This is an optimization exercise on Yosys and OpenROAD, whose aim is small area and a short achievable clock period, not a production implementation. Where RTL was checked, it was by simulation tests only, not by an equivalence proof against the original. Function not checked in runs 1, 2 and 7: the RTL went through the layout flow alone. Power is estimated from default activity; no workload was simulated.

==> design/flow/design.v <==
module computation_module(clk, rst, a_1, a_2, a_3, b_1, b_2, b_3, P1_en, P2_en, mux_reset, c_sel, sel_m, out);
  input clk, rst;
  input [7:0] a_1, a_2, a_3;
  input [7:0] b_1, b_2, b_3;
  input [1:0] sel_m;
  input mux_reset, P1_en;
  input [2:0] c_sel;
  input [1:0] P2_en;
  output reg [7:0] out;
  wire e_s = sel_m == 2'b01, e_3 = sel_m == 2'b10, e_2 = sel_m == 2'b11;
  reg [1:0] sd1, sd2, sd3;
  reg [7:0] X11, X12, X13, X21, X22, X23, X31, X32;
  reg [7:0] B11, B12, B13, B21, B22, B23, B31, B32, B33;
  reg [7:0] D11, D12, D21, D22;
  reg [7:0] PP21, PP22, PP23;
  reg [7:0] Rs, Q, V;
  reg [7:0] c0, c1, c2, c3, T;
  wire g3_1 = sd1 == 2'b10, g2_1 = sd1 == 2'b11;
  wire g3_2 = sd2 == 2'b10, g2_2 = sd2 == 2'b11;
  wire g3_3 = sd3 == 2'b10;
  wire [7:0] BB11 = g3_1 ? B11 : g2_1 ? D11 : 8'd0;
  wire [7:0] BB12 = g3_2 ? B12 : g2_2 ? D12 : 8'd0;
  wire [7:0] BB13 = g3_3 ? B13 : 8'd0;
  wire [7:0] BB21 = g3_1 ? B21 : g2_1 ? D21 : 8'd0;
  wire [7:0] BB22 = g3_2 ? B22 : g2_2 ? D22 : 8'd0;
  wire [7:0] BB23 = g3_3 ? B23 : 8'd0;
  wire [7:0] M11 = X11 * BB11, M12 = X12 * BB12, M13 = X13 * BB13;
  wire [7:0] M21 = X21 * BB21, M22 = X22 * BB22, M23 = X23 * BB23;
  wire [7:0] P3_21 = sd2[0] ? 8'd0 : PP21, P2_21 = sd2[0] ? PP21 : 8'd0;
  wire [7:0] P3_22 = sd3[0] ? 8'd0 : PP22, P2_22 = sd3[0] ? PP22 : 8'd0;
  wire [7:0] M3_21 = sd1[0] ? 8'd0 : M21, M2_21 = sd1[0] ? M21 : 8'd0;
  wire [7:0] M3_22 = sd2[0] ? 8'd0 : M22, M2_22 = sd2[0] ? M22 : 8'd0;
  wire [7:0] Qn = P3_21 + M3_21 + P3_22 + M3_22 + PP23 + M23;
  wire [7:0] S = P2_21 + M2_21 + P2_22 + M2_22;
  wire [7:0] Bn31 = P1_en ? B21 : B31;
  wire [7:0] Bn32 = P1_en ? B22 : B32;
  wire [7:0] Bn33 = P1_en ? B23 : B33;
  wire [7:0] a3g = e_3 ? a_3 : 8'd0;
  wire [7:0] X31g = g3_1 ? X31 : 8'd0;
  wire [7:0] X32g = g3_2 ? X32 : 8'd0;
  wire [7:0] Vn = a3g * Bn31 + X31g * Bn32 + X32g * Bn33;
  wire [7:0] a1s = e_s ? a_1 : 8'd0;
  wire [7:0] Rsn = (mux_reset ? 8'd0 : Rs) + a1s * b_1;
  reg [7:0] slot;
  always @(*) case (c_sel[1:0])
    2'd0: slot = c0; 2'd1: slot = c1; 2'd2: slot = c2; default: slot = c3;
  endcase
  wire [7:0] acc = slot + S;
  always @(posedge clk or posedge rst) begin
    if (rst) begin
      sd1 <= 0; sd2 <= 0; sd3 <= 0;
      X11 <= 0; X12 <= 0; X13 <= 0; X21 <= 0; X22 <= 0; X23 <= 0; X31 <= 0; X32 <= 0;
      B11 <= 0; B12 <= 0; B13 <= 0; B21 <= 0; B22 <= 0; B23 <= 0; B31 <= 0; B32 <= 0; B33 <= 0;
      D11 <= 0; D12 <= 0; D21 <= 0; D22 <= 0;
      PP21 <= 0; PP22 <= 0; PP23 <= 0;
      Rs <= 0; Q <= 0; V <= 0;
      c0 <= 0; c1 <= 0; c2 <= 0; c3 <= 0; T <= 0;
    end else begin
      sd1 <= sel_m; sd2 <= sd1; sd3 <= sd2;
      X11 <= a_1; X12 <= X11; X13 <= X12;
      X21 <= a_2; X22 <= X21; X23 <= X22;
      X31 <= a_3; X32 <= X31;
      if (P1_en) begin
        B11 <= e_3 ? b_1 : 8'd0; B12 <= e_3 ? b_2 : 8'd0; B13 <= e_3 ? b_3 : 8'd0;
        B21 <= B11; B22 <= B12; B23 <= B13;
      end
      B31 <= Bn31; B32 <= Bn32; B33 <= Bn33;
      if (P2_en[0]) begin D11 <= e_2 ? b_1 : 8'd0; D12 <= e_2 ? b_2 : 8'd0; end
      if (P2_en[1]) begin D21 <= D11; D22 <= D12; end
      PP21 <= M11; PP22 <= M12; PP23 <= M13;
      Rs <= Rsn; Q <= Qn; V <= Vn;
      if (c_sel[2]) begin
        T <= acc;
        case (c_sel[1:0])
          2'd0: c0 <= acc; 2'd1: c1 <= acc; 2'd2: c2 <= acc; default: c3 <= acc;
        endcase
      end else T <= 8'd0;
    end
  end
  wire [7:0] o3 = Q + V;
  always @(*) case (sel_m)
    2'b00: out = 8'd0;
    2'b01: out = Rs;
    2'b10: out = o3;
    default: out = T;
  endcase
endmodule
==> design/flow/flow/run.sh <==
#!/bin/bash
set -euo pipefail
cd "$(dirname "$0")/.."
bash standard.sh ADDER_MAP_FILE= finish > standard_flow.log 2>&1
==> design/flow/standard.sh <==
#!/bin/bash
# synth_recipe.tcl (not shown) runs the flow's synth.tcl, then flattens the netlist and writes it again
# the make line also repeats each setting of config.mk as NAME=value (left out here)
make -C /OpenROAD-flow-scripts/flow DESIGN_CONFIG=/design/flow/config.mk WORK_HOME=/design/flow/orfs CLKGATE_MAP_FILE= SYNTH_SCRIPT=/design/flow/synth_recipe.tcl "${@:-finish}"
==> design/flow/config.mk <==
export PLATFORM = sky130hd
export DESIGN_NAME = computation_module
export DESIGN_NICKNAME = computation_module
export VERILOG_FILES = /design/flow/design.v
export SDC_FILE = /design/flow/constraint.sdc
export NUM_CORES = 4
export LEC_CHECK = 0
export CAP_MARGIN = 20
export CORE_MARGIN = 2
export CORE_UTILIZATION = 40
export SLEW_MARGIN = 20
==> design/flow/constraint.sdc <==
create_clock -name core_clock -period 11.0 [get_ports {clk}]
set_input_delay 2.2000 -clock core_clock [delete_from_list [all_inputs] [get_ports {clk}]]
set_output_delay 2.2000 -clock core_clock [all_outputs]
set_load 0.01 [all_outputs]
==> results.toml, run 1 <==
[critical_path]
crit_top_cell = "xnor3_1"
critPathKind = "input pin to register"
slowest_delay_ns = 0.62
worstPathArrival_ns = 7.74
critPathBufInv = 2
critPathSlowestCell = "buf_4"
path_cells = "buf_4, buf_4, mux2_2, nand2_1, xor3_1, nand2b_1, xnor3_1, xnor3_1, xnor2_1, xnor2_2, xnor3_1, xnor3_1, xnor2_2, maj3_2, nor2b_1, o21ai_2, o211ai_1, xnor2_1"
crit_fanout = 55
cp-start-kind = "input pin"
endpoint_kind = "register"
cp.required_ns = 11.45
critPathTopFamily = "XOR/XNOR gates"

[final_layout]
layout_common_cells = "nand2_1, xnor2_1, dfrtp_1, nor2_1, o21ai_0"
final_nets = 2894
layout_commonest_cell = "nand2_1"
antennaDiodeCount = 0
drive_gt1_share_pct = 7.028
areaGrowthSynthToFinish_pct = 9.871
fill_cells = 5697
regArea_um2 = 6559
multi_input_area_um2 = 16170

[timing]
clock_skew_ns = 0.03020
setup_violations = 0
fin_crit_ns = 7.282
max-slew-margin-rel_pct = 34.40
hold_violations = 0
fmax_mhz = 137.3
rsz0062_at_grt = "no"
fin_setup_tns_ns = 0
fin_crit_sh_pct = 66.20
tightest_slew_ns = 0.9820
drv_slew = 0

[cts]
cts.repair.resized = 0
htree_levels = 1
cts.sinks = 262
cts_hold_buf = 0
cts_setup_buffers = 0
clk_pin_slew_ns = 0.07
cts_tree = "done"
cts-root-buf = "clkbuf_16"
clock_latency_ns = 0.60
clk_path_buf_depth = 3
numCtsBuffers = 31

[synthesis]
avgSynthCellArea_um2 = 8.325
synth_edf_count = 0
ys_async_sr_fraction_pct = 100.0
synth-seq-cells = 262
post_synth_num_cell_types = 89
ys_warn_count = 1
synth_area_um2 = 23650
ys.flop_type = "dfrtp_1"
netlist_instances = 2841
ys_seq_area_share_pct = 27.72
syn-num-nets = 2900

[power_and_ir_drop]
leakage_uw = 0.009761
power_density_nw_per_um2 = 136.6
peakVddDrop_mv = 0.1331
fin_total_pwr_uw = 3551

[floorplanning]
die_area_um2 = 61090
io_pins = 67
rows = 89
coreArea_um2 = 58690
die_h_um = 247.2
initial_core_util_pct = 40.30
die_w_um = 247.2

[detailed_routing]
drt_first_pass_iters = 6
wl_per_cell_um = 18.52
routed_via_density = 5.535
ant_nets = 0
drcViolationCount = 0
via_count = 20110
drt_iter0_markers = 1329
wl_um = 67280

[placed_design]
place_hpwl_um = 51470
globalplace.congestion = 0.9221
portBuffers = 66

[global_route]
track_usage_pct = 21.91
grt_pass1_vias = 19440
grt_pass1_wl_um = 106600
antenna_found_initial = 2
grt_max_degree = 158
grt-ovfl-total = 0

[min_path]
worstHoldPathType = "register to register"

[run_status]
status = "complete, no violations"

[job]
max-cap-violations = 0
per-layer routing:
layer	share of wire, %	track usage (%)	vias up
li1	-	-	9671
met4	3.4	7.362	0
met1	45	29.37	9791
met3	5.1	2.594	96
met2	47	36.59	549
met5	0	0	-
Yosys cell counts, types with 8 or more instances:
cell type,n,area (µm²)
a211oi_1,23,172.7
a21o_1,12,90.09
a21oi_1,106,530.5
a221oi_1,8,70.07
a22o_1,10,87.58
a22oi_1,10,75.07
a311oi_1,8,70.07
a31oi_1,10,62.56
and2_1,28,175.2
and3_1,22,137.6
buf_1,10,37.54
clkbuf_1,94,352.8
dfrtp_1,262,6556
inv_1,113,424.2
maj3_1,112,1121
mux2_2,65,732.0
mux2i_1,45,450.4
mux4_2,8,180.2
nand2_1,478,1794
nand2b_1,31,193.9
nand3_1,91,455.4
nand4_1,16,100.1
nor2_1,208,780.8
nor2b_1,43,269.0
nor3_1,44,220.2
o211ai_1,24,180.2
o21a_1,8,60.06
o21ai_0,163,815.8
o21ai_1,9,45.04
o22ai_1,27,168.9
or2_2,11,68.82
or3_1,8,50.05
xnor2_1,386,3381
xnor3_1,34,765.7
xor2_1,154,1349
xor3_1,8,190.2
cells by family (layout without fill, tap and decap cells):
logic type | Yosys count | count (layout) | synth area share [%]
buffers and inverters | 236 | 255 | 3.936
AND/OR/NAND/NOR | 1023 | 1023 | 19.42
flip-flops | 262 | 262 | 27.72
XOR/XNOR | 589 | 589 | 24.60
AO/OA/AOI/OAI | 486 | 486 | 12.87
adder cells (fa/ha/maj) | 119 | 119 | 5.073
multiplexers | 126 | 126 | 6.385
layout make-up:
class                           count  share of cell area [%]
Clock inverter                     17                  0.8040
Sequential cell                   262                   25.24
Timing Repair Buffer               77                   2.898
Clock buffer                       41                   3.361
Multi-Input combinational cell   2343                   62.21
Inverter                          120                   1.762
Tap cell                          773                   3.722
power breakdown:
group | leakage (µW) | switching, µW | internal [µW]
sequential | 0.00336 | 159 | 1110
clock | 0.000538 | 440 | 654
combinational | 0.00586 | 676 | 515
per-stage QoR:
step | cells | util [%] | hold WS (ns) | area (µm²) | setup slack [ns]
after detailed placement | 3575 | 42.44 | 0.4203 | 24910 | 3.127
after floorplan | 2841 | - | 0.3519 | 23650 | 1.588
final | 3633 | 44.28 | 0.4472 | 25990 | 3.718
after global routing | 3633 | 44.28 | 0.4428 | 25990 | 3.504
after global placement | 3575 | 42.44 | 0.4154 | 24910 | 3.228
after CTS | 3633 | 44.28 | 0.4364 | 25990 | 3.720
final timing paths:
kind | endpoint | cells after the start | slack [ns] | from
setup reg to reg | c1[7]$_DFFE_PP0P_ | 17 | 5.12 | sd1[0]$_DFF_PP0_
hold reg to reg | X13[7]$_DFF_PP0_ | 0 | 0.45 | X12[7]$_DFF_PP0_
hold / removal | X13[7]$_DFF_PP0_ | 0 | 0.45 | X12[7]$_DFF_PP0_
max in group asynchronous | Q[6]$_DFF_PP0_ | 3 | 7.46 | rst
setup / recovery | V[7]$_DFF_PP0_ | 18 | 3.72 | P1_en
min in group asynchronous | X12[6]$_DFF_PP0_ | 2 | 2.13 | rst
==> run 2: changes to the inputs <==
--- a/design/flow/config.mk
+++ b/design/flow/config.mk
@@ -8,4 +8,5 @@
 export CAP_MARGIN = 20
 export CORE_MARGIN = 2
 export CORE_UTILIZATION = 40
+export SETUP_SLACK_MARGIN = 5
 export SLEW_MARGIN = 20
==> results.toml, run 2 <==
[run_status]
status = "complete, no violations"

[floorplanning]
initial_core_util_pct = 40.30
die_area_um2 = 61090
rows = 89
coreArea_um2 = 58690
io_pins = 67
die_h_um = 247.2
die_w_um = 247.2

[cts]
cts_tree = "done"
htree_levels = 1
numCtsBuffers = 31
clk_pin_slew_ns = 0.06
cts.sinks = 262
cts-root-buf = "clkbuf_16"
clk_path_buf_depth = 3
clock_latency_ns = 0.58

[synthesis]
synth-seq-cells = 262
yosysMostFrequentCell = "nand2_1"
avgSynthCellArea_um2 = 8.325
synth_area_um2 = 23650
netlist_instances = 2841
ys_seq_area_share_pct = 27.72
ys_warn_count = 1
syn-num-nets = 2900
yosys-top-cells-area = "dfrtp_1, xnor2_1, nand2_1, xor2_1, maj3_1"
synth_top_area_cell = "dfrtp_1"
post_synth_num_cell_types = 89
ys_async_sr_fraction_pct = 100.0
ys.flop_type = "dfrtp_1"
synth_edf_count = 0
ys_top_cells_by_count = "nand2_1, xnor2_1, dfrtp_1, nor2_1, o21ai_0"
synth_top_area_share_pct = 27.72

[timing]
fin_crit_ns = 5.982
setup_ws_ns = 5.018
fmax_mhz = 167.2
drv_slew = 0
rsz0062_at_grt = "yes"
max-slew-margin-rel_pct = 43.39
tightest_slew_ns = 0.8475
fin_crit_sh_pct = 54.38
clock_skew_ns = 0.01264
setup_violations = 0
hold_violations = 0
fin_setup_tns_ns = 0

[placed_design]
portBuffers = 66
globalplace.congestion = 0.9116
dp_slack_ns = 3.493
place_hpwl_um = 52600

[power_and_ir_drop]
leakage_uw = 0.01006
power_density_nw_per_um2 = 138.4
peakVddDrop_mv = 0.09678

[detailed_routing]
ant_nets = 0
via_count = 20170
drt_first_pass_iters = 6
wl_um = 69510
routed_via_density = 5.519
drt_iter0_markers = 1482
wl_per_cell_um = 19.02
drcViolationCount = 0

[final_layout]
layout_common_cells = "nand2_1, xnor2_1, dfrtp_1, nor2_1, xor2_1"
fill_cells = 5699
final_nets = 2916
drive_gt1_share_pct = 9.476
areaGrowthSynthToFinish_pct = 12.40
antennaDiodeCount = 0
layout_commonest_cell = "nand2_1"

[critical_path]
worstPathArrival_ns = 6.44
ff2ff_setup_slack_ns = 5.34
cp-start-kind = "input pin"
crit_fanout = 13
endpoint_kind = "register"
critPathKind = "input pin to register"
cp.required_ns = 11.46

[job]
max-cap-violations = 0

[global_route]
grt_pass1_vias = 19440
grt_pass1_wl_um = 108500
track_usage_pct = 22.43
grt-ovfl-total = 0
antenna_found_initial = 0
grt_max_degree = 178

[min_path]
worstHoldPathType = "register to register"
[run 2: cell count changes in the layout (fill, tap and decap cells not counted), moves of 9 or more]
cell	before	now
buf_4	11	23
o21ai_0	163	152
xnor2_2	5	17
clkdlybuf4s50_1	65	56
xnor2_1	386	374
clkinvlp_4	1	10
[run 2: final timing paths]
path / start / end / depth (start not counted)
max: P1_en / V[7]$_DFF_PP0_ / 18
min: X11[7]$_DFF_PP0_ / X12[7]$_DFF_PP0_ / 0
max reg2reg: sd1[0]$_DFF_PP0_ / Q[7]$_DFF_PP0_ / 16
min reg2reg: X11[7]$_DFF_PP0_ / X12[7]$_DFF_PP0_ / 0
max in group asynchronous: rst / B32[2]$_DFF_PP0_ / 5
min in group asynchronous: rst / X21[3]$_DFF_PP0_ / 2
[run 2: final cells by class]
class | instances | area [µm²] | share of cell area, %
Multi-Input combinational cell | 2343 | 16370 | 61.57
Sequential cell | 262 | 6559 | 24.67
Timing Repair Buffer | 99 | 1065 | 4.005
Tap cell | 773 | 967.2 | 3.638
Clock buffer | 35 | 820.8 | 3.087
Inverter | 120 | 456.7 | 1.718
Clock inverter | 22 | 347.8 | 1.308
[run 2: layer usage]
metal  up-vias  GRT usage [%]  part of all wire (%)
met5         -              0                     0
met4         0          7.010                   3.5
met3       113          2.312                   4.2
met2       525          37.54                    47
met1      9806          30.42                    46
li1       9724              -                     -
[run 2: cell families after synthesis]
| kind of cell | Yosys count | share of synthesized area, % |
|---|---|---|
| compound gates | 486 | 12.87 |
| xor+xnor | 589 | 24.60 |
| mux | 126 | 6.385 |
| fa+ha+maj | 119 | 5.073 |
| buf+inv | 236 | 3.936 |
| simple gates | 1023 | 19.42 |
| flops | 262 | 27.72 |
[run 2: worst max-delay path: stages]
cell,delay [ns]
buf_16,0.15
buf_16,0.17
mux2_4,0.35
a211o_1,0.30
a21oi_1,0.17
xor2_1,0.34
nor2_1,0.12
xor3_1,0.41
xnor3_1,0.39
xor2_1,0.18
xnor3_1,0.28
xnor2_1,0.18
maj3_2,0.35
maj3_2,0.32
nor2b_1,0.14
o21ai_2,0.10
o211ai_1,0.10
xnor2_1,0.14
[run 2: per-stage QoR]
stage	instances	util [%]	power, µW	area (µm²)	hold WS (ns)
CTS	3639	44.85	3681	26320	0.3859
detailed placement	3577	42.57	2468	24980	0.3717
global route	3654	45.30	3872	26590	0.4048
floorplan	2841	-	2108	23730	0.3519
finish	3654	45.30	3679	26590	0.3881
global placement	3577	42.57	2432	24980	0.3702
[run 2: power breakdown]
part / internal, µW / switching (µW)
clock network: 727 / 453
registers: 1110 / 142
logic: 540 / 710
[run 2: timing repair]
| item | CTS | global route |
|---|---|---|
| hold buffers | 0 | 0 |
| gates resized for setup | 47 | 39 |
| gates cloned | 2 | 2 |
| buffers inserted | 3 | 12 |
| endpoints found under the setup margin | 18 | 16 |
| pin swaps | 2 | 9 |
==> run 3: changes to the inputs <==
--- a/design/flow/design.v
+++ b/design/flow/design.v
@@ -13,7 +13,7 @@
   reg [7:0] B11, B12, B13, B21, B22, B23, B31, B32, B33;
   reg [7:0] D11, D12, D21, D22;
   reg [7:0] PP21, PP22, PP23;
-  reg [7:0] Rs, Q, V;
+  reg [7:0] Rs, Q, Vs, Vc;
   reg [7:0] c0, c1, c2, c3, T;
   wire g3_1 = sd1 == 2'b10, g2_1 = sd1 == 2'b11;
   wire g3_2 = sd2 == 2'b10, g2_2 = sd2 == 2'b11;
@@ -38,7 +38,43 @@
   wire [7:0] a3g = e_3 ? a_3 : 8'd0;
   wire [7:0] X31g = g3_1 ? X31 : 8'd0;
   wire [7:0] X32g = g3_2 ? X32 : 8'd0;
-  wire [7:0] Vn = a3g * Bn31 + X31g * Bn32 + X32g * Bn33;
+  function [15:0] csa;   
+    input [7:0] x, y, z;
+    csa = {x ^ y ^ z, ((x & y) | (x & z) | (y & z)) << 1};
+  endfunction
+  wire [7:0] r [0:23];
+  genvar gi;
+  generate for (gi = 0; gi < 8; gi = gi + 1) begin: pp
+    assign r[gi]      = (a3g  & {8{Bn31[gi]}}) << gi;
+    assign r[gi + 8]  = (X31g & {8{Bn32[gi]}}) << gi;
+    assign r[gi + 16] = (X32g & {8{Bn33[gi]}}) << gi;
+  end endgenerate
+  wire [7:0] l1 [0:15];
+  generate for (gi = 0; gi < 8; gi = gi + 1) begin: L1
+    assign {l1[2*gi], l1[2*gi+1]} = csa(r[3*gi], r[3*gi+1], r[3*gi+2]);
+  end endgenerate
+  wire [7:0] l2 [0:10];
+  generate for (gi = 0; gi < 5; gi = gi + 1) begin: L2
+    assign {l2[2*gi], l2[2*gi+1]} = csa(l1[3*gi], l1[3*gi+1], l1[3*gi+2]);
+  end endgenerate
+  assign l2[10] = l1[15];
+  wire [7:0] l3 [0:7];
+  generate for (gi = 0; gi < 3; gi = gi + 1) begin: L3
+    assign {l3[2*gi], l3[2*gi+1]} = csa(l2[3*gi], l2[3*gi+1], l2[3*gi+2]);
+  end endgenerate
+  assign l3[6] = l2[9]; assign l3[7] = l2[10];
+  wire [7:0] l4 [0:5];
+  generate for (gi = 0; gi < 2; gi = gi + 1) begin: L4
+    assign {l4[2*gi], l4[2*gi+1]} = csa(l3[3*gi], l3[3*gi+1], l3[3*gi+2]);
+  end endgenerate
+  assign l4[4] = l3[6]; assign l4[5] = l3[7];
+  wire [7:0] l5 [0:3];
+  generate for (gi = 0; gi < 2; gi = gi + 1) begin: L5
+    assign {l5[2*gi], l5[2*gi+1]} = csa(l4[3*gi], l4[3*gi+1], l4[3*gi+2]);
+  end endgenerate
+  wire [7:0] l6a, l6b, Vsn, Vcn;
+  assign {l6a, l6b} = csa(l5[0], l5[1], l5[2]);
+  assign {Vsn, Vcn} = csa(l6a, l6b, l5[3]);
   wire [7:0] a1s = e_s ? a_1 : 8'd0;
   wire [7:0] Rsn = (mux_reset ? 8'd0 : Rs) + a1s * b_1;
   reg [7:0] slot;
@@ -53,7 +89,7 @@
       B11 <= 0; B12 <= 0; B13 <= 0; B21 <= 0; B22 <= 0; B23 <= 0; B31 <= 0; B32 <= 0; B33 <= 0;
       D11 <= 0; D12 <= 0; D21 <= 0; D22 <= 0;
       PP21 <= 0; PP22 <= 0; PP23 <= 0;
-      Rs <= 0; Q <= 0; V <= 0;
+      Rs <= 0; Q <= 0; Vs <= 0; Vc <= 0;
       c0 <= 0; c1 <= 0; c2 <= 0; c3 <= 0; T <= 0;
     end else begin
       sd1 <= sel_m; sd2 <= sd1; sd3 <= sd2;
@@ -68,7 +104,7 @@
       if (P2_en[0]) begin D11 <= e_2 ? b_1 : 8'd0; D12 <= e_2 ? b_2 : 8'd0; end
       if (P2_en[1]) begin D21 <= D11; D22 <= D12; end
       PP21 <= M11; PP22 <= M12; PP23 <= M13;
-      Rs <= Rsn; Q <= Qn; V <= Vn;
+      Rs <= Rsn; Q <= Qn; Vs <= Vsn; Vc <= Vcn;
       if (c_sel[2]) begin
         T <= acc;
         case (c_sel[1:0])
@@ -77,7 +113,7 @@
       end else T <= 8'd0;
     end
   end
-  wire [7:0] o3 = Q + V;
+  wire [7:0] o3 = Q + Vs + Vc;
   always @(*) case (sel_m)
     2'b00: out = 8'd0;
     2'b01: out = Rs;
==> design/flow/flow/run.sh (replaced) <==
#!/bin/bash
set -euo pipefail
cd "$(dirname "$0")/.."
bash standard.sh ADDER_MAP_FILE= SETUP_SLACK_MARGIN=5.7 finish > standard_flow.log 2>&1
--- a/design/flow/config.mk
+++ b/design/flow/config.mk
@@ -8,5 +8,4 @@
 export CAP_MARGIN = 20
 export CORE_MARGIN = 2
 export CORE_UTILIZATION = 40
-export SETUP_SLACK_MARGIN = 5
 export SLEW_MARGIN = 20
==> results.toml, run 3 <==
[run_status]
status = "complete, no violations"

[critical_path]
crit_top_cell = "a22o_1"
cp.required_ns = 8.80
critPathLaunch = "Q[0]$_DFF_PP0_"
slowest_delay_ns = 0.40
critPathKind = "register to primary output"
endpoint_kind = "primary output"
crit_fanout = 5
path_cells = "a31oi_1, nor2_1, maj3_2, nor2b_4, and2_4, buf_4, a22o_1, a21oi_2, a21oi_4, a21o_1, a22o_1, a21oi_2, xnor2_2, mux2_4, a22o_1, buf_2"
r2r-start = "sd2[0]$_DFF_PP0_"
worstPathArrival_ns = 3.88
cp-start-kind = "register"
r2r_cells = 17
critPathSlowestCell = "dfrtp_1"

[final_layout]
regArea_um2 = 6688
layout_common_cells = "nand2_1, xnor2_1, dfrtp_1, nor2_1, o21ai_0"
fill_cells = 5534
drive_gt1_share_pct = 12.45
multi_input_area_um2 = 16260
antennaDiodeCount = 0
final_nets = 2895
areaGrowthSynthToFinish_pct = 15.75
layout_commonest_cell = "nand2_1"
finalInstanceArea_um2 = 26820

[global_route]
grt_pass1_wl_um = 106800
grt_pass1_vias = 19270
antenna_found_initial = 0
grt_max_degree = 66
grt-ovfl-total = 0
track_usage_pct = 22.38

[detailed_routing]
ant_nets = 0
wl_um = 68190
drt_iter0_markers = 1636
drt_first_pass_iters = 6
via_count = 19890
wl_per_cell_um = 18.81
routed_via_density = 5.487
drcViolationCount = 0

[synthesis]
post_synth_num_cell_types = 80
yosysMostFrequentCell = "nand2_1"
ys.flop_type = "dfrtp_1"
avgSynthCellArea_um2 = 8.275
yosys-top-cells-area = "dfrtp_1, xnor2_1, nand2_1, xor2_1, maj3_1"
ys_async_sr_fraction_pct = 100.0
synth-seq-cells = 267
synth_top_area_cell = "dfrtp_1"
ys_top_cells_by_count = "nand2_1, xnor2_1, dfrtp_1, nor2_1, o21ai_0"
ys_seq_area_share_pct = 28.84
synth_area_um2 = 23170
synth_top_area_share_pct = 28.84
ys_warn_count = 1
netlist_instances = 2800
syn-num-nets = 2859
synth_edf_count = 0

[timing]
rsz0062_at_grt = "yes"
fmax_mhz = 164.5
hold_violations = 0
fin_crit_ns = 6.080
drv_slew = 0
setup_violations = 0
tightest_slew_ns = 0.9212
max-slew-margin-rel_pct = 38.40
fin_setup_tns_ns = 0
clock_skew_ns = 0.02768
setup_ws_ns = 4.920
fin_crit_sh_pct = 55.27

[min_path]
worstHoldPathType = "register to register"
min-delay-start = "X22[3]$_DFF_PP0_"
hold_depth = 0

[cts]
clk_path_buf_depth = 3
numCtsBuffers = 34
cts_hold_buf = 0
cts_tree = "done"
htree_levels = 2
cts-root-buf = "clkbuf_16"
cts.sinks = 267
clk_pin_slew_ns = 0.06
clock_latency_ns = 0.57

[placed_design]
portBuffers = 66
globalplace.congestion = 0.8730
dp_slack_ns = 4.315
place_hpwl_um = 50080
dpl-instance-area_um2 = 24500

[floorplanning]
die_h_um = 244.7
coreArea_um2 = 57480
rows = 88
initial_core_util_pct = 40.31
die_area_um2 = 59870
io_pins = 67
die_w_um = 244.7

[job]
max-cap-violations = 0

[power_and_ir_drop]
leakage_uw = 0.009989
power_density_nw_per_um2 = 144.3
peakVddDrop_mv = 0.09978
[run 3: cell count changes in the layout (fill, tap and decap cells not counted), moves of 10 or more]
| cell | before | now |
|---|---|---|
| inv_1 | 111 | 91 |
| xnor3_1 | 33 | 12 |
| buf_4 | 23 | 48 |
| xnor2_2 | 17 | 31 |
| o21ai_1 | 15 | 2 |
| o22ai_1 | 27 | 17 |
| xnor2_1 | 374 | 396 |
| o21ai_0 | 152 | 162 |
| a21oi_1 | 103 | 84 |
| nor3_1 | 44 | 28 |
[run 3: final timing paths]
kind	to	slack (ns)
hold reg to reg	X23[3]$_DFF_PP0_	0.39
min in group asynchronous	B13[7]$_DFFE_PP0P_	2.12
setup reg to reg	Q[7]$_DFF_PP0_	5.90
hold / removal	X23[3]$_DFF_PP0_	0.39
setup / recovery	out[6]	4.92
max in group asynchronous	sd1[0]$_DFF_PP0_	6.70
[run 3: layout make-up]
type                            instances  area share [%]
Inverter                               94           1.334
Clock buffer                           45           3.550
Sequential cell                       267           24.94
Multi-Input combinational cell       2309           60.64
Timing Repair Buffer                  130           5.090
Clock inverter                         15          0.8817
Tap cell                              765           3.569
[run 3: cell families (layout without fill, tap and decap cells)]
family / Yosys count / count (layout) / synth area share, %
and+or+nand+nor: 1004 / 1004 / 19.08
xor gates and xnor gates: 616 / 616 / 24.83
buffers and inverters: 224 / 284 / 3.721
AOI/OAI and AO/OA: 432 / 432 / 11.47
DFF: 267 / 267 / 28.84
muxes: 128 / 128 / 6.485
adders and majority gates: 129 / 129 / 5.583
[run 3: per-layer routing]
metal | track usage, % | vias up | part of all wire (%)
met5 | 0 | - | 0
met4 | 5.560 | 0 | 2.1
li1 | - | 9515 | -
met1 | 30.12 | 9730 | 45
met3 | 2.766 | 85 | 4.6
met2 | 38.09 | 560 | 48
[run 3: worst max-delay path, delay by kind of cell, from the launching register on]
family	cells	cell delay (ns)
flops	1	0.40
xor+xnor	1	0.13
mux	1	0.34
fa+ha+maj	1	0.31
compound gates	8	1.50
simple gates	3	0.39
buf+inv	2	0.27
[run 3: repair_timing]
action | CTS | global route
hold endpoints to repair | 0 | 0
setup buffers | 24 | 14
endpoints found under the setup margin | 38 | 26
resized for setup | 113 | 64
pin swaps | 17 | 19
cloned | 5 | 3
[run 3: where the power goes]
part           total [µW]  internal (µW)  switching (µW)  leakage [µW]
Clock                1180            714             469      0.000579
Combinational        1410            622             783       0.00598
Sequential           1280           1130             157       0.00343
Total                3870           2460            1410       0.00999
[run 3: per-stage QoR]
step | hold WS [ns] | instances | total power, µW | util [%]
after detailed placement | 0.3836 | 3519 | 2551 | 42.62
after CTS | 0.4000 | 3608 | 3834 | 45.79
after global placement | 0.3883 | 3519 | 2514 | 42.62
after floorplan | 0.3487 | 2800 | 2166 | -
final | 0.3928 | 3625 | 3871 | 46.66
after global routing | 0.4120 | 3625 | 4073 | 46.66
==> run 4: changes to the inputs <==
==> design/flow/flow/run.sh (replaced) <==
#!/bin/bash
set -euo pipefail
cd "$(dirname "$0")/.."
bash standard.sh ADDER_MAP_FILE= finish > standard_flow.log 2>&1
--- a/design/flow/config.mk
+++ b/design/flow/config.mk
@@ -8,4 +8,5 @@
 export CAP_MARGIN = 20
 export CORE_MARGIN = 2
 export CORE_UTILIZATION = 40
+export SETUP_SLACK_MARGIN = 5
 export SLEW_MARGIN = 20
==> results.toml, run 4 <==
[run_status]
status = "complete, no violations"

[floorplanning]
initial_core_util_pct = 40.31
die_h_um = 244.7
rows = 88
coreArea_um2 = 57480
die_area_um2 = 59870
die_w_um = 244.7
io_pins = 67

[detailed_routing]
via_count = 19440
drt_iter0_markers = 1281
ant_nets = 0
drt_first_pass_iters = 6
wl_um = 65690
routed_via_density = 5.421
drcViolationCount = 0
wl_per_cell_um = 18.32

[synthesis]
syn-num-nets = 2859
synth_xor_area_share_pct = 24.83
yosys.area_share.simple_pct = 19.08
yosys-top-cells-area = "dfrtp_1, xnor2_1, nand2_1, xor2_1, maj3_1"
synth-seq-cells = 267
post_synth_num_cell_types = 80
synth_edf_count = 0
synth_compound_area_share_pct = 11.47
avgSynthCellArea_um2 = 8.275
ys_warn_count = 1
netlist_instances = 2800
synth_fa_ha_area_share_pct = 5.583
synth_area_um2 = 23170
synth_top_family_by_area = "XOR/XNOR gates"
ys_async_sr_fraction_pct = 100.0
synthMuxAreaShare_pct = 6.485
synth_top_area_cell = "dfrtp_1"
ys_top_cells_by_count = "nand2_1, xnor2_1, dfrtp_1, nor2_1, o21ai_0"
synth_top_area_share_pct = 28.84
ys.flop_type = "dfrtp_1"
ys_seq_area_share_pct = 28.84
yosysMostFrequentCell = "nand2_1"

[critical_path]
r2r-start = "sd1[0]$_DFF_PP0_"
critPathKind = "register to primary output"
cp-start-kind = "register"
endpoint = "out[6]"
r2r_cells = 17
critPathLaunch = "Q[1]$_DFF_PP0_"
ff2ff_setup_slack_ns = 5.18
regToRegEndpoint = "Q[7]$_DFF_PP0_"
crit_fanout = 6
endpoint_kind = "primary output"
cp.required_ns = 8.80
worstPathArrival_ns = 3.90

[timing]
drv_slew = 0
tightest_slew_ns = 0.9394
setup_violations = 0
fmax_mhz = 164.0
fin_crit_sh_pct = 55.44
max-slew-margin-rel_pct = 37.18
hold_violations = 0
fin_setup_tns_ns = 0
fin_crit_ns = 6.099
rsz0062_at_grt = "yes"
clock_skew_ns = 0.01370

[final_layout]
layout_common_cells = "nand2_1, xnor2_1, dfrtp_1, nor2_1, o21ai_0"
antennaDiodeCount = 0
post-route-util_pct = 44.93
layout_commonest_cell = "nand2_1"
final_nets = 2854
fill_cells = 5614
areaGrowthSynthToFinish_pct = 11.44
drive_gt1_share_pct = 8.401

[global_route]
grt_pass1_wl_um = 104300
grt_pass1_vias = 18940
antenna_found_initial = 0
track_usage_pct = 21.90
grt_max_degree = 141
grt-ovfl-total = 0

[cts]
cts-root-buf = "clkbuf_16"
clk_path_buf_depth = 3
clk_pin_slew_ns = 0.06
htree_levels = 2
cts_hold_buf = 0
clock_latency_ns = 0.56
cts.sinks = 267
cts_tree = "done"
numCtsBuffers = 34

[placed_design]
portBuffers = 66
globalplace.congestion = 0.8957
place_hpwl_um = 49730

[power_and_ir_drop]
peakVddDrop_mv = 0.08685
leakage_uw = 0.009483
power_density_nw_per_um2 = 146.2

[job]
max-cap-violations = 0

[min_path]
worstHoldPathType = "register to register"
-- run 4: cell types whose count changed in the layout (fill, tap and decap cells not counted), sizes merged --
cell | previous run | this run
clkbuf | 48 | 51
bufinv | 4 | 1
clkinv | 8 | 9
clkdlybuf4s18 | 1 | 0
inv | 95 | 94
clkdlybuf4s50 | 49 | 58
clkinvlp | 2 | 4
dlygate4sd2 | 6 | 0
bufbuf | 4 | 0
buf | 64 | 25
-- run 4: where the power goes --
part	internal [µW]	total [µW]	switching, µW
registers	1130	1290	161
logic	594	1370	772
clock network	651	1120	471
-- run 4: area by class of cell --
| cell class | instances | area (µm²) | area share, % |
|---|---|---|---|
| Inverter | 94 | 356.6 | 1.381 |
| Tap cell | 765 | 957.2 | 3.707 |
| Clock buffer | 48 | 974.7 | 3.775 |
| Clock inverter | 14 | 136.4 | 0.5282 |
| Sequential cell | 267 | 6684 | 25.89 |
| Timing Repair Buffer | 89 | 869.6 | 3.368 |
| Multi-Input combinational cell | 2309 | 15840 | 61.36 |
-- run 4: stage by stage --
| step | std cells | instance area (µm²) | setup WS [ns] | hold slack [ns] | total power [µW] |
|---|---|---|---|---|---|
| after CTS | 3584 | 25660 | 4.844 | 0.4197 | 3747 |
| after global placement | 3516 | 24410 | 4.206 | 0.3940 | 2531 |
| after floorplan | 2800 | 23180 | 5.012 | 0.3487 | 2157 |
| after global routing | 3586 | 25820 | 4.775 | 0.4185 | 3981 |
| after detailed placement | 3516 | 24410 | 4.019 | 0.4056 | 2564 |
| final | 3586 | 25820 | 4.901 | 0.4179 | 3775 |
-- run 4: cells by family (layout without fill, tap and decap cells) --
| group | after synthesis | after routing |
|---|---|---|
| buffers and inverters | 224 | 245 |
| DFF | 267 | 267 |
| xor gates and xnor gates | 616 | 616 |
| AOI/OAI and AO/OA | 432 | 432 |
| adders and majority gates | 129 | 129 |
| and+or+nand+nor | 1004 | 1004 |
| muxes | 128 | 128 |
-- run 4: worst min-delay path by stage --
stage	start	end	cells past startpoint
2_1_floorplan	sd2[0]$_DFF_PP0_	sd3[0]$_DFF_PP0_	0
3_3_place_gp	X22[3]$_DFF_PP0_	X23[3]$_DFF_PP0_	0
3_5_place_dp	X22[3]$_DFF_PP0_	X23[3]$_DFF_PP0_	0
4_1_cts	X22[3]$_DFF_PP0_	X23[3]$_DFF_PP0_	0
5_1_grt	X22[3]$_DFF_PP0_	X23[3]$_DFF_PP0_	0
6_report	X22[3]$_DFF_PP0_	X23[3]$_DFF_PP0_	0
-- run 4: repair_timing --
item / in CTS / in global routing
endpoints found under the setup margin: 23 / 20
pin swaps: 9 / 10
resized for setup: 39 / 33
setup buffers: 6 / 2
-- run 4: routing by layer --
layer  vias up  global-route usage (%)  part of all wire [%]
met3        97                   2.526                   4.8
met4         0                   6.098                   2.4
met2       486                   36.75                    48
met5         -                       0                     0
met1      9443                   29.77                    45
li1       9413                       -                     -
-- run 4: worst max-delay path, stage by stage (launching register included) --
cell and delay, ns:
dfrtp_1 0.41, a31oi_2 0.20, nor2_2 0.06, maj3_2 0.32, nor2b_4 0.15, and2_4 0.16
nor2_4 0.08, nor2_2 0.05, a22o_1 0.20, a21oi_2 0.21, a21oi_4 0.11, a21o_1 0.19
a22o_1 0.21, a21oi_4 0.21, xnor2_4 0.13, mux2_4 0.34, a22o_1 0.18, buf_2 0.14
==> run 5: changes to the inputs <==
==> design/flow/flow/run.sh (replaced) <==
#!/bin/bash
set -euo pipefail
cd "$(dirname "$0")/.."
bash standard.sh ADDER_MAP_FILE= "BUFFER_PORTS_ARGS=-buffer_cell sky130_fd_sc_hd__buf_4" finish > standard_flow.log 2>&1
--- a/design/flow/config.mk
+++ b/design/flow/config.mk
@@ -7,6 +7,6 @@
 export LEC_CHECK = 0
 export CAP_MARGIN = 20
 export CORE_MARGIN = 2
-export CORE_UTILIZATION = 40
+export CORE_UTILIZATION = 60
 export SETUP_SLACK_MARGIN = 5
 export SLEW_MARGIN = 20
==> results.toml, run 5 <==
[critical_path]
critPathBufInv = 1
cp-start-kind = "register"
endpoint_kind = "primary output"
crit_fanout = 5
critPathSlowestCell = "dfrtp_1"
slowest_delay_ns = 0.44
critPathTopFamily = "compound AO/OA/AOI/OAI gates"
cp.required_ns = 8.80
critPathKind = "register to primary output"
worstPathArrival_ns = 3.85
crit_top_cell = "a21oi_2"
path_cells = "a21oi_2, nor2_2, maj3_2, nor2b_4, and2_4, nor2_4, nor2_2, a22o_1, a21oi_2, a21oi_2, a21oi_1, maj3_1, o21ai_2, xnor2_1, mux2_4, a22o_1, buf_4"

[timing]
fin_crit_ns = 6.047
fin_setup_tns_ns = 0
max-slew-margin-rel_pct = 23.94
setup_ws_ns = 4.953
drv_slew = 0
fin_crit_sh_pct = 54.97
clock_skew_ns = 0.01449
fmax_mhz = 165.4
rsz0062_at_grt = "yes"
hold_ws_ns = 0.4207
tightest_slew_ns = 1.129
setup_violations = 0
hold_violations = 0

[final_layout]
final_nets = 2852
multi_input_area_um2 = 15760
layout_common_cells = "nand2_1, xnor2_1, dfrtp_1, nor2_1, o21ai_0"
fill_cells = 3248
post-route-util_pct = 66.57
layout_commonest_cell = "nand2_1"
regArea_um2 = 6688
drive_gt1_share_pct = 10.33
antennaDiodeCount = 0
areaGrowthSynthToFinish_pct = 8.721

[cts]
cts.sinks = 267
cts-root-buf = "clkbuf_16"
clk_path_buf_depth = 3
htree_levels = 1
numCtsBuffers = 31
cts_tree = "done"
clk_pin_slew_ns = 0.07
cts_hold_buf = 0
clock_latency_ns = 0.58

[synthesis]
synthMuxAreaShare_pct = 6.485
synth_edf_count = 0
ys_top_cells_by_count = "nand2_1, xnor2_1, dfrtp_1, nor2_1, o21ai_0"
yosys-top-cells-area = "dfrtp_1, xnor2_1, nand2_1, xor2_1, maj3_1"
ys.flop_type = "dfrtp_1"
synth-seq-cells = 267
ys_seq_area_share_pct = 28.84
synth_top_area_cell = "dfrtp_1"
netlist_instances = 2800
synth_xor_area_share_pct = 24.83
synth_fa_ha_area_share_pct = 5.583
synth_area_um2 = 23170
synth_top_family_by_area = "XOR/XNOR gates"
synth_compound_area_share_pct = 11.47
yosysMostFrequentCell = "nand2_1"
syn-num-nets = 2859
avgSynthCellArea_um2 = 8.275
yosys.area_share.simple_pct = 19.08
post_synth_num_cell_types = 80
ys_warn_count = 1
synth_top_area_share_pct = 28.84
ys_async_sr_fraction_pct = 100.0

[global_route]
grt_pass1_wl_um = 98420
grt_max_degree = 97
antenna_found_initial = 3
grt_pass1_vias = 18850
track_usage_pct = 29.96
grt-ovfl-total = 0

[floorplanning]
coreArea_um2 = 37840
rows = 71
io_pins = 67
die_h_um = 200.5
die_area_um2 = 40210
die_w_um = 200.5
initial_core_util_pct = 61.23

[detailed_routing]
wl_um = 60860
routed_via_density = 5.842
drt_first_pass_iters = 5
ant_nets = 0
wl_per_cell_um = 18.29
drcViolationCount = 0
drt_iter0_markers = 1283
via_count = 19440

[min_path]
worstHoldPathType = "register to register"

[power_and_ir_drop]
fin_total_pwr_uw = 3615
power_density_nw_per_um2 = 143.5
peakVddDrop_mv = 0.1135
leakage_uw = 0.009456

[placed_design]
dp_slack_ns = 4.354
globalplace.congestion = 0.8836
portBuffers = 66
place_hpwl_um = 46180

[run_status]
status = "complete, no violations"

[job]
max-cap-violations = 0
==> run 5: worst paths after layout <==
| path | slack [ns] | from | depth (start not counted) | endpoint |
|---|---|---|---|---|
| max reg2reg | 5.33 | sd2[0]$_DFF_PP0_ | 17 | Q[7]$_DFF_PP0_ |
| min reg2reg | 0.42 | X22[3]$_DFF_PP0_ | 0 | X23[3]$_DFF_PP0_ |
| max in group asynchronous | 7.55 | rst | 4 | Q[1]$_DFF_PP0_ |
| max | 4.95 | Q[0]$_DFF_PP0_ | 17 | out[7] |
| min | 0.42 | X22[3]$_DFF_PP0_ | 0 | X23[3]$_DFF_PP0_ |
| min in group asynchronous | 1.91 | rst | 3 | X12[7]$_DFF_PP0_ |
==> run 5: routing by layer <==
| layer | routed length, µm | vias up | global-route usage, % |
|---|---|---|---|
| li1 | - | 9404 | - |
| met1 | 27830 | 9478 | 40.63 |
| met2 | 28980 | 460 | 51.41 |
| met3 | 2637 | 93 | 2.841 |
| met4 | 1412 | 0 | 8.016 |
| met5 | 0 | - | 0 |
==> run 5: stage by stage <==
stage / area (µm²) / instances
CTS: 25060 / 3324
detailed placement: 23920 / 3262
finish: 25190 / 3327
floorplan: 23180 / 2800
global placement: 23920 / 3262
global route: 25190 / 3327
==> run 5: repair_timing <==
| action | 4_1_cts | 5_1_grt |
|---|---|---|
| setup buffers | 6 | 3 |
| pin swaps | 8 | 8 |
| endpoints found under the setup margin | 3 | 16 |
| endpoints found under the hold margin | 0 | 0 |
| gates resized for setup | 13 | 27 |
==> run 5: layout make-up <==
type | instances | share of cell area, %
tap | 511 | 2.538
timing repair buffer | 90 | 2.791
multi-input combinational | 2309 | 62.56
clock buffer | 39 | 3.318
clock inverter | 17 | 0.8294
inverter | 94 | 1.416
sequential | 267 | 26.55
==> run 5: kinds of logic after synthesis <==
group | after synthesis
and+or+nand+nor | 1004
xor gates and xnor gates | 616
AOI/OAI and AO/OA | 432
DFF | 267
buffers and inverters | 224
adders and majority gates | 129
muxes | 128
==> run 5: where the power goes <==
group          switching (µW)  total (µW)  internal, µW  leakage (µW)
clock network             433        1070           633      0.000512
registers                 138        1260          1130       0.00343
logic                     725        1290           561       0.00551
total                    1300        3610          2320       0.00946
==> run 6: changes to the inputs <==
==> design/flow/flow/run.sh (replaced) <==
#!/bin/bash
set -euo pipefail
cd "$(dirname "$0")/.."
bash standard.sh ADDER_MAP_FILE= SETUP_SLACK_MARGIN=5.5 "BUFFER_PORTS_ARGS=-buffer_cell sky130_fd_sc_hd__buf_4" finish > standard_flow.log 2>&1
--- a/design/flow/config.mk
+++ b/design/flow/config.mk
@@ -8,5 +8,4 @@
 export CAP_MARGIN = 20
 export CORE_MARGIN = 2
 export CORE_UTILIZATION = 60
-export SETUP_SLACK_MARGIN = 5
 export SLEW_MARGIN = 20
==> results.toml, run 6 <==
[final_layout]
layout_commonest_cell = "nand2_1"
layout_common_cells = "nand2_1, xnor2_1, dfrtp_1, nor2_1, o21ai_0"
final_nets = 2858
antennaDiodeCount = 0
multi_input_area_um2 = 16010
fill_cells = 3232
finalInstanceArea_um2 = 25620
areaGrowthSynthToFinish_pct = 10.56
regArea_um2 = 6688
drive_gt1_share_pct = 11.66

[detailed_routing]
drt_first_pass_iters = 6
wl_um = 61990
ant_nets = 0
drcViolationCount = 0
routed_via_density = 5.866
wl_per_cell_um = 18.60
via_count = 19550
drt_iter0_markers = 1543

[critical_path]
crit_top_cell = "a22o_1"
endpoint_kind = "primary output"
cp.required_ns = 8.80
cp-start-kind = "register"
worstPathArrival_ns = 3.86
path_cells = "a31oi_1, nor2_1, maj3_2, nor2b_4, and2_4, nor2_4, nor2_2, a22o_1, a21oi_2, a21oi_4, a21o_1, a22o_1, a21oi_2, xnor2_2, mux2_4, a22o_1, buf_6"
ff2ff_setup_slack_ns = 5.70
critPathSlowestCell = "dfrtp_1"
critPathKind = "register to primary output"
slowest_delay_ns = 0.40
crit_fanout = 6
critPathLaunch = "Vs[0]$_DFF_PP0_"
r2r-start = "sd2[0]$_DFF_PP0_"

[cts]
clk_path_buf_depth = 3
htree_levels = 1
clk_pin_slew_ns = 0.06
numCtsBuffers = 30
cts_tree = "done"
clock_latency_ns = 0.59
cts.sinks = 267
cts-root-buf = "clkbuf_16"

[timing]
max-slew-margin-rel_pct = 34.93
hold_violations = 0
tightest_slew_ns = 0.9761
fin_crit_ns = 6.057
fin_crit_sh_pct = 55.06
rsz0062_at_grt = "yes"
drv_slew = 0
fmax_mhz = 165.1
setup_violations = 0
clock_skew_ns = 0.02355
fin_setup_tns_ns = 0

[power_and_ir_drop]
peakVddDrop_mv = 0.1438
power_density_nw_per_um2 = 141.4
leakage_uw = 0.009616

[synthesis]
synth-seq-cells = 267
ys_async_sr_fraction_pct = 100.0
yosys-top-cells-area = "dfrtp_1, xnor2_1, nand2_1, xor2_1, maj3_1"
ys.flop_type = "dfrtp_1"
avgSynthCellArea_um2 = 8.275
synth_top_area_cell = "dfrtp_1"
ys_top_cells_by_count = "nand2_1, xnor2_1, dfrtp_1, nor2_1, o21ai_0"
yosysMostFrequentCell = "nand2_1"
post_synth_num_cell_types = 80
netlist_instances = 2800
synth_edf_count = 0
synth_area_um2 = 23170
ys_seq_area_share_pct = 28.84
syn-num-nets = 2859
synth_top_area_share_pct = 28.84
ys_warn_count = 1

[min_path]
worstHoldPathType = "register to register"
min-delay-start = "X11[7]$_DFF_PP0_"

[global_route]
grt_pass1_wl_um = 98960
grt-ovfl-total = 0
track_usage_pct = 30.11
antenna_found_initial = 0
grt_max_degree = 170
grt_pass1_vias = 18670

[placed_design]
dpl-instance-area_um2 = 23950
place_hpwl_um = 45880
portBuffers = 66
globalplace.congestion = 0.8848

[run_status]
status = "complete, no violations"

[floorplanning]
die_h_um = 200.5
initial_core_util_pct = 61.23
coreArea_um2 = 37840
die_w_um = 200.5
rows = 71
die_area_um2 = 40210
io_pins = 67

[job]
max-cap-violations = 0
[run 6: changes by cell type in the layout (fill, tap and decap cells not counted), sizes merged]
cell	previous run	this run
clkbuf	39	47
clkinv	9	5
buf	90	93
clkinvlp	3	6
inv	95	92
bufinv	4	3
[run 6: layer usage]
layer / global-route usage, % / part of all wire, % / vias to the layer above
li1: - / - / 9442
met1: 41.75 / 45 / 9524
met2: 50.72 / 47 / 489
met3: 3.506 / 5.0 / 96
met4: 6.720 / 2.5 / 0
met5: 0 / 0 / -
[run 6: path summary, 6_finish.rpt]
check,to,depth (start not counted)
worst max-delay path,out[6],17
worst min-delay path,X12[7]$_DFF_PP0_,0
worst max register to register,Q[7]$_DFF_PP0_,17
worst min register to register,X12[7]$_DFF_PP0_,0
max in group asynchronous,c3[6]$_DFFE_PP0P_,3
min in group asynchronous,X21[5]$_DFF_PP0_,2
[run 6: stage by stage]
| stage | std cells | setup slack, ns | total power, µW | hold slack [ns] | utilization, % |
|---|---|---|---|---|---|
| floorplan | 2800 | 5.275 | 2159 | 0.3487 | - |
| global placement | 3260 | 4.442 | 2470 | 0.3975 | 63.28 |
| detailed placement | 3260 | 4.303 | 2505 | 0.3944 | 63.28 |
| CTS | 3321 | 4.984 | 3594 | 0.4076 | 66.65 |
| global route | 3333 | 4.759 | 3817 | 0.4260 | 67.69 |
| finish | 3333 | 4.943 | 3622 | 0.4083 | 67.69 |
[run 6: logic make-up (layout without fill, tap and decap cells)]
group / Yosys count / count (layout) / share of synthesized area, %
buffers and inverters: 224 / 246 / 3.721
AOI/OAI and AO/OA: 432 / 432 / 11.47
adders and majority gates: 129 / 129 / 5.583
xor gates and xnor gates: 616 / 616 / 24.83
and+or+nand+nor: 1004 / 1004 / 19.08
DFF: 267 / 267 / 28.84
muxes: 128 / 128 / 6.485
[run 6: area by class of cell]
| type | count | share of cell area [%] |
|---|---|---|
| Clock inverter | 12 | 0.6496 |
| Clock buffer | 43 | 3.355 |
| Timing Repair Buffer | 97 | 3.492 |
| Multi-Input combinational cell | 2309 | 62.50 |
| Inverter | 94 | 1.397 |
| Tap cell | 511 | 2.496 |
| Sequential cell | 267 | 26.11 |
[run 6: timing repair]
item / CTS / global route
buffers inserted: 6 / 8
endpoints found under the setup margin: 28 / 23
hold buffers: 0 / 0
pin swaps: 10 / 18
resized for setup: 47 / 43
cloned: 0 / 4
[run 6: power by group]
group	internal [µW]	switching, µW
Clock	614	420
Sequential	1130	137
Combinational	583	742
Total	2320	1300
[run 6: critical path: cells and delay by family, from the launching register on]
kind | cells | cell delay (ns)
simple gates | 5 | 0.50
xor+xnor | 1 | 0.09
compound gates | 8 | 1.48
fa+ha+maj | 1 | 0.32
buf+inv | 1 | 0.13
mux | 1 | 0.34
flops | 1 | 0.40
==> run 7: changes to the inputs <==
--- a/design/flow/design.v
+++ b/design/flow/design.v
@@ -13,7 +13,7 @@
   reg [7:0] B11, B12, B13, B21, B22, B23, B31, B32, B33;
   reg [7:0] D11, D12, D21, D22;
   reg [7:0] PP21, PP22, PP23;
-  reg [7:0] Rs, Q, Vs, Vc;
+  reg [7:0] Rss, Rsc, Os, Oc;
   reg [7:0] c0, c1, c2, c3, T;
   wire g3_1 = sd1 == 2'b10, g2_1 = sd1 == 2'b11;
   wire g3_2 = sd2 == 2'b10, g2_2 = sd2 == 2'b11;
@@ -30,7 +30,6 @@
   wire [7:0] P3_22 = sd3[0] ? 8'd0 : PP22, P2_22 = sd3[0] ? PP22 : 8'd0;
   wire [7:0] M3_21 = sd1[0] ? 8'd0 : M21, M2_21 = sd1[0] ? M21 : 8'd0;
   wire [7:0] M3_22 = sd2[0] ? 8'd0 : M22, M2_22 = sd2[0] ? M22 : 8'd0;
-  wire [7:0] Qn = P3_21 + M3_21 + P3_22 + M3_22 + PP23 + M23;
   wire [7:0] S = P2_21 + M2_21 + P2_22 + M2_22;
   wire [7:0] Bn31 = P1_en ? B21 : B31;
   wire [7:0] Bn32 = P1_en ? B22 : B32;
@@ -75,8 +74,30 @@
   wire [7:0] l6a, l6b, Vsn, Vcn;
   assign {l6a, l6b} = csa(l5[0], l5[1], l5[2]);
   assign {Vsn, Vcn} = csa(l6a, l6b, l5[3]);
+  wire [7:0] q1a, q1b, q1c, q1d, q2a, q2b, Qs, Qc;
+  assign {q1a, q1b} = csa(P3_21, M3_21, P3_22);
+  assign {q1c, q1d} = csa(M3_22, PP23, M23);
+  assign {q2a, q2b} = csa(q1a, q1b, q1c);
+  assign {Qs, Qc} = csa(q2a, q2b, q1d);
+  wire [7:0] o1a, o1b, Osn, Ocn;
+  assign {o1a, o1b} = csa(Qs, Qc, Vsn);
+  assign {Osn, Ocn} = csa(o1a, o1b, Vcn);
   wire [7:0] a1s = e_s ? a_1 : 8'd0;
-  wire [7:0] Rsn = (mux_reset ? 8'd0 : Rs) + a1s * b_1;
+  wire [7:0] sr [0:9];
+  generate for (gi = 0; gi < 8; gi = gi + 1) begin: spp
+    assign sr[gi] = (a1s & {8{b_1[gi]}}) << gi;
+  end endgenerate
+  assign sr[8] = mux_reset ? 8'd0 : Rss;
+  assign sr[9] = mux_reset ? 8'd0 : Rsc;
+  wire [7:0] t1a, t1b, t1c, t1d, t1e, t1f, t2a, t2b, t2c, t2d, t3a, t3b, t4a, t4b, Rssn, Rscn;
+  assign {t1a, t1b} = csa(sr[0], sr[1], sr[2]);
+  assign {t1c, t1d} = csa(sr[3], sr[4], sr[5]);
+  assign {t1e, t1f} = csa(sr[6], sr[7], sr[8]);
+  assign {t2a, t2b} = csa(t1a, t1b, t1c);
+  assign {t2c, t2d} = csa(t1d, t1e, t1f);
+  assign {t3a, t3b} = csa(t2a, t2b, t2c);
+  assign {t4a, t4b} = csa(t2d, sr[9], t3a);
+  assign {Rssn, Rscn} = csa(t4a, t4b, t3b);
   reg [7:0] slot;
   always @(*) case (c_sel[1:0])
     2'd0: slot = c0; 2'd1: slot = c1; 2'd2: slot = c2; default: slot = c3;
@@ -89,7 +110,7 @@
       B11 <= 0; B12 <= 0; B13 <= 0; B21 <= 0; B22 <= 0; B23 <= 0; B31 <= 0; B32 <= 0; B33 <= 0;
       D11 <= 0; D12 <= 0; D21 <= 0; D22 <= 0;
       PP21 <= 0; PP22 <= 0; PP23 <= 0;
-      Rs <= 0; Q <= 0; Vs <= 0; Vc <= 0;
+      Rss <= 0; Rsc <= 0; Os <= 0; Oc <= 0;
       c0 <= 0; c1 <= 0; c2 <= 0; c3 <= 0; T <= 0;
     end else begin
       sd1 <= sel_m; sd2 <= sd1; sd3 <= sd2;
@@ -104,7 +125,7 @@
       if (P2_en[0]) begin D11 <= e_2 ? b_1 : 8'd0; D12 <= e_2 ? b_2 : 8'd0; end
       if (P2_en[1]) begin D21 <= D11; D22 <= D12; end
       PP21 <= M11; PP22 <= M12; PP23 <= M13;
-      Rs <= Rsn; Q <= Qn; Vs <= Vsn; Vc <= Vcn;
+      Rss <= Rssn; Rsc <= Rscn; Os <= Osn; Oc <= Ocn;
       if (c_sel[2]) begin
         T <= acc;
         case (c_sel[1:0])
@@ -113,7 +134,8 @@
       end else T <= 8'd0;
     end
   end
-  wire [7:0] o3 = Q + Vs + Vc;
+  wire [7:0] o3 = Os + Oc;
+  wire [7:0] Rs = Rss + Rsc;
   always @(*) case (sel_m)
     2'b00: out = 8'd0;
     2'b01: out = Rs;
==> design/flow/flow/run.sh (replaced) <==
#!/bin/bash
set -euo pipefail
cd "$(dirname "$0")/.."
bash standard.sh ADDER_MAP_FILE= finish > standard_flow.log 2>&1
--- a/design/flow/config.mk
+++ b/design/flow/config.mk
@@ -7,5 +7,6 @@
 export LEC_CHECK = 0
 export CAP_MARGIN = 20
 export CORE_MARGIN = 2
-export CORE_UTILIZATION = 60
+export CORE_UTILIZATION = 40
+export SETUP_SLACK_MARGIN = 5
 export SLEW_MARGIN = 20
==> results.toml, run 7 <==
[floorplanning]
coreArea_um2 = 59240
io_pins = 67
rows = 89
initial_core_util_pct = 40.67
die_h_um = 249.4
die_w_um = 249.4
die_area_um2 = 62210

[timing]
tightest_slew_ns = 1.000
max-slew-margin-rel_pct = 33.01
setup_violations = 0
fmax_mhz = 168.7
hold_violations = 0
fin_crit_ns = 5.929
rsz0062_at_grt = "no"
drv_slew = 0
fin_crit_sh_pct = 53.90
clock_skew_ns = 0.01952
setup_ws_ns = 5.071
fin_setup_tns_ns = 0

[job]
max-cap-violations = 0

[synthesis]
synth_area_um2 = 24090
avgSynthCellArea_um2 = 8.463
synth_edf_count = 0
synth_compound_area_share_pct = 14.22
ys.flop_type = "dfrtp_1"
synth_top_family_by_area = "XOR/XNOR gates"
yosysMostFrequentCell = "nand2_1"
synth_top_area_cell = "dfrtp_1"
ys_seq_area_share_pct = 27.63
yosys.area_share.simple_pct = 18.74
netlist_instances = 2847
synthMuxAreaShare_pct = 6.382
yosys-top-cells-area = "dfrtp_1, xnor2_1, nand2_1, xor2_1, maj3_1"
synth_xor_area_share_pct = 23.36
ys_warn_count = 1
syn-num-nets = 2906
ys_async_sr_fraction_pct = 100.0
synth_top_area_share_pct = 27.63
synth_fa_ha_area_share_pct = 5.448
ys_top_cells_by_count = "nand2_1, xnor2_1, dfrtp_1, nor2_1, o21ai_0"
synth-seq-cells = 266
post_synth_num_cell_types = 94

[critical_path]
critPathKind = "input pin to register"
crit_fanout = 8
cp-start-kind = "input pin"
worstPathArrival_ns = 6.40
endpoint_kind = "register"
r2r-start = "sd2[0]$_DFF_PP0_"
cp.required_ns = 11.47
critPathLaunch = "P1_en"
ff2ff_setup_slack_ns = 5.34

[final_layout]
drive_gt1_share_pct = 9.855
layout_common_cells = "nand2_1, xnor2_1, dfrtp_1, nor2_1, o21ai_0"
areaGrowthSynthToFinish_pct = 12.33
final_nets = 2924
layout_commonest_cell = "nand2_1"

[detailed_routing]
wl_per_cell_um = 19.10
drt_first_pass_iters = 6
drcViolationCount = 0
via_count = 20680
ant_nets = 0
routed_via_density = 5.642
drt_iter0_markers = 1812
wl_um = 70010

[cts]
cts_hold_buf = 0
clk_pin_slew_ns = 0.06
cts.sinks = 266
clk_path_buf_depth = 3
cts_tree = "done"
htree_levels = 2
cts-root-buf = "clkbuf_16"
numCtsBuffers = 36
clock_latency_ns = 0.55

[placed_design]
portBuffers = 66
dp_slack_ns = 3.165
globalplace.congestion = 0.9023
place_hpwl_um = 51430

[global_route]
grt-ovfl-total = 0
grt_pass1_vias = 19800
antenna_found_initial = 2
grt_max_degree = 146
grt_pass1_wl_um = 108700
track_usage_pct = 21.80

[power_and_ir_drop]
leakage_uw = 0.01051
power_density_nw_per_um2 = 138.1
peakVddDrop_mv = 0.09929

[run_status]
status = "complete, no violations"

[min_path]
min-delay-start = "X11[7]$_DFF_PP0_"
worstHoldPathType = "register to register"
==> run 7: cell count changes in the layout (fill, tap and decap cells not counted), sizes merged, moves of 21 or more <==
cell	previous run	this run
clkdlybuf4s50	0	48
nand2	476	455
buf	93	43
nor2	222	196
inv	92	117
xnor2	429	345
==> run 7: power by group <==
| group | total [µW] | switching (µW) | internal [µW] |
|---|---|---|---|
| Sequential | 1250 | 133 | 1120 |
| Clock | 1220 | 461 | 760 |
| Combinational | 1260 | 707 | 557 |
==> run 7: area by class of cell <==
class | count | area, µm²
Fill cell | 5656 | 32180
Multi-Input combinational cell | 2335 | 16660
Sequential cell | 266 | 6659
Timing Repair Buffer | 110 | 1097
Clock buffer | 48 | 997.2
Tap cell | 773 | 967.2
Inverter | 115 | 442.9
Clock inverter | 17 | 235.2
Timing Repair inverter | 1 | 6.256
Antenna cell | 1 | 2.502
==> run 7: worst paths after layout <==
kind | to | cells after the start
max in group asynchronous | sd1[0]$_DFF_PP0_ | 4
max | Os[7]$_DFF_PP0_ | 19
min | X12[7]$_DFF_PP0_ | 0
min reg2reg | X12[7]$_DFF_PP0_ | 0
max reg2reg | c2[7]$_DFFE_PP0P_ | 16
min in group asynchronous | B13[6]$_DFFE_PP0P_ | 3
==> run 7: kinds of logic (layout without fill, tap and decap cells) <==
family                     count (synthesis)  in the layout
adders and majority gates                130            130
xor gates and xnor gates                 549            549
and+or+nand+nor                         1001           1003
buffers and inverters                    248            291
muxes                                    131            131
DFF                                      266            266
other                                      0              1
AOI/OAI and AO/OA                        522            522
==> run 7: routing by layer <==
| layer | wire [µm] | vias to the layer above | GRT usage, % |
|---|---|---|---|
| met5 | 0 | - | 0 |
| met4 | 1914 | 0 | 6.730 |
| met3 | 4134 | 110 | 3.692 |
| met2 | 32920 | 569 | 36.11 |
| met1 | 31040 | 10120 | 29.05 |
| li1 | - | 9883 | - |
==> run 7: metrics by stage <==
step                      instance area (µm²)  hold WS, ns  instances  utilization [%]  total power [µW]
after floorplan                         24120       0.3487       2847                -              2160
after global placement                  25310       0.4331       3570            42.73              2439
after detailed placement                25310       0.4371       3570            42.73              2473
after CTS                               26760       0.4588       3649            45.18              3726
after global routing                    27060       0.4541       3665            45.68              3937
final                                   27060       0.4351       3666            45.68              3736
==> run 7: repair_timing <==
action,CTS,global route
cloned,4,3
pin swaps,9,16
gates resized for setup,49,53
setup buffers,10,13
hold endpoints to repair,0,0
endpoints found under the setup margin,27,19
==> run 7: worst max-delay path, cell delays in order <==
cell and delay (ns):
buf_16 0.13, mux2i_4 0.25, inv_4 0.13, buf_4 0.12, nand4_1 0.08, a2111o_1 0.46, a21oi_2 0.19, xnor2_2 0.12
buf_4 0.15, maj3_2 0.32, xor3_1 0.43, xor3_2 0.34, maj3_2 0.36, a221oi_4 0.29, xnor2_2 0.12, o211ai_1 0.21
o41ai_2 0.11, a211oi_2 0.23, xnor2_1 0.14

what the ideal ports hide:
In the flow no input, the clock included, has a driving cell. The finished layouts below were timed again as built, in two steps. Step 1, drivers: a clkbuf_16 drives clk and a buf_2 each remaining input, both assumed. Step 2 times the ports against the registers' clock, not the clock port: input delays grow and output delays shrink by t, the midpoint of the rising clock arrivals with the driver on. Slacks: no drivers / after step 1 / after step 2; pairs: no drivers / after step 1.
run | t (ns) | setup WS [ns] | worst hold slack (ns) | worst setup path at the end | clock arrival spread, ns
run 1 | 0.641 | 3.718 / 3.752 / 3.111 | 0.447 / 0.447 / 0.447 | input to register | 0.031 / 0.031
run 2 | 0.634 | 5.018 / 4.846 / 4.212 | 0.388 / 0.388 / 0.388 | input to register | 0.014 / 0.014
run 3 | 0.611 | 4.920 / 4.864 / 4.998 | 0.393 / 0.393 / 0.393 | input to register | 0.029 / 0.028
run 4 | 0.610 | 4.901 / 4.842 / 4.671 | 0.418 / 0.418 / 0.418 | input to register | 0.014 / 0.014
run 5 | 0.630 | 4.953 / 4.894 / 4.703 | 0.421 / 0.421 / 0.421 | input to register | 0.016 / 0.016
run 6 | 0.630 | 4.943 / 4.888 / 5.021 | 0.408 / 0.408 / 0.408 | input to register | 0.025 / 0.026
run 7 | 0.602 | 5.071 / 4.930 / 4.328 | 0.435 / 0.435 / 0.435 | input to register | 0.020 / 0.020
After both steps setup and hold are still met in every run listed. The setup slack of run 2, which loses most, moves by -0.172 ns with the drivers and by -0.806 ns with both steps.
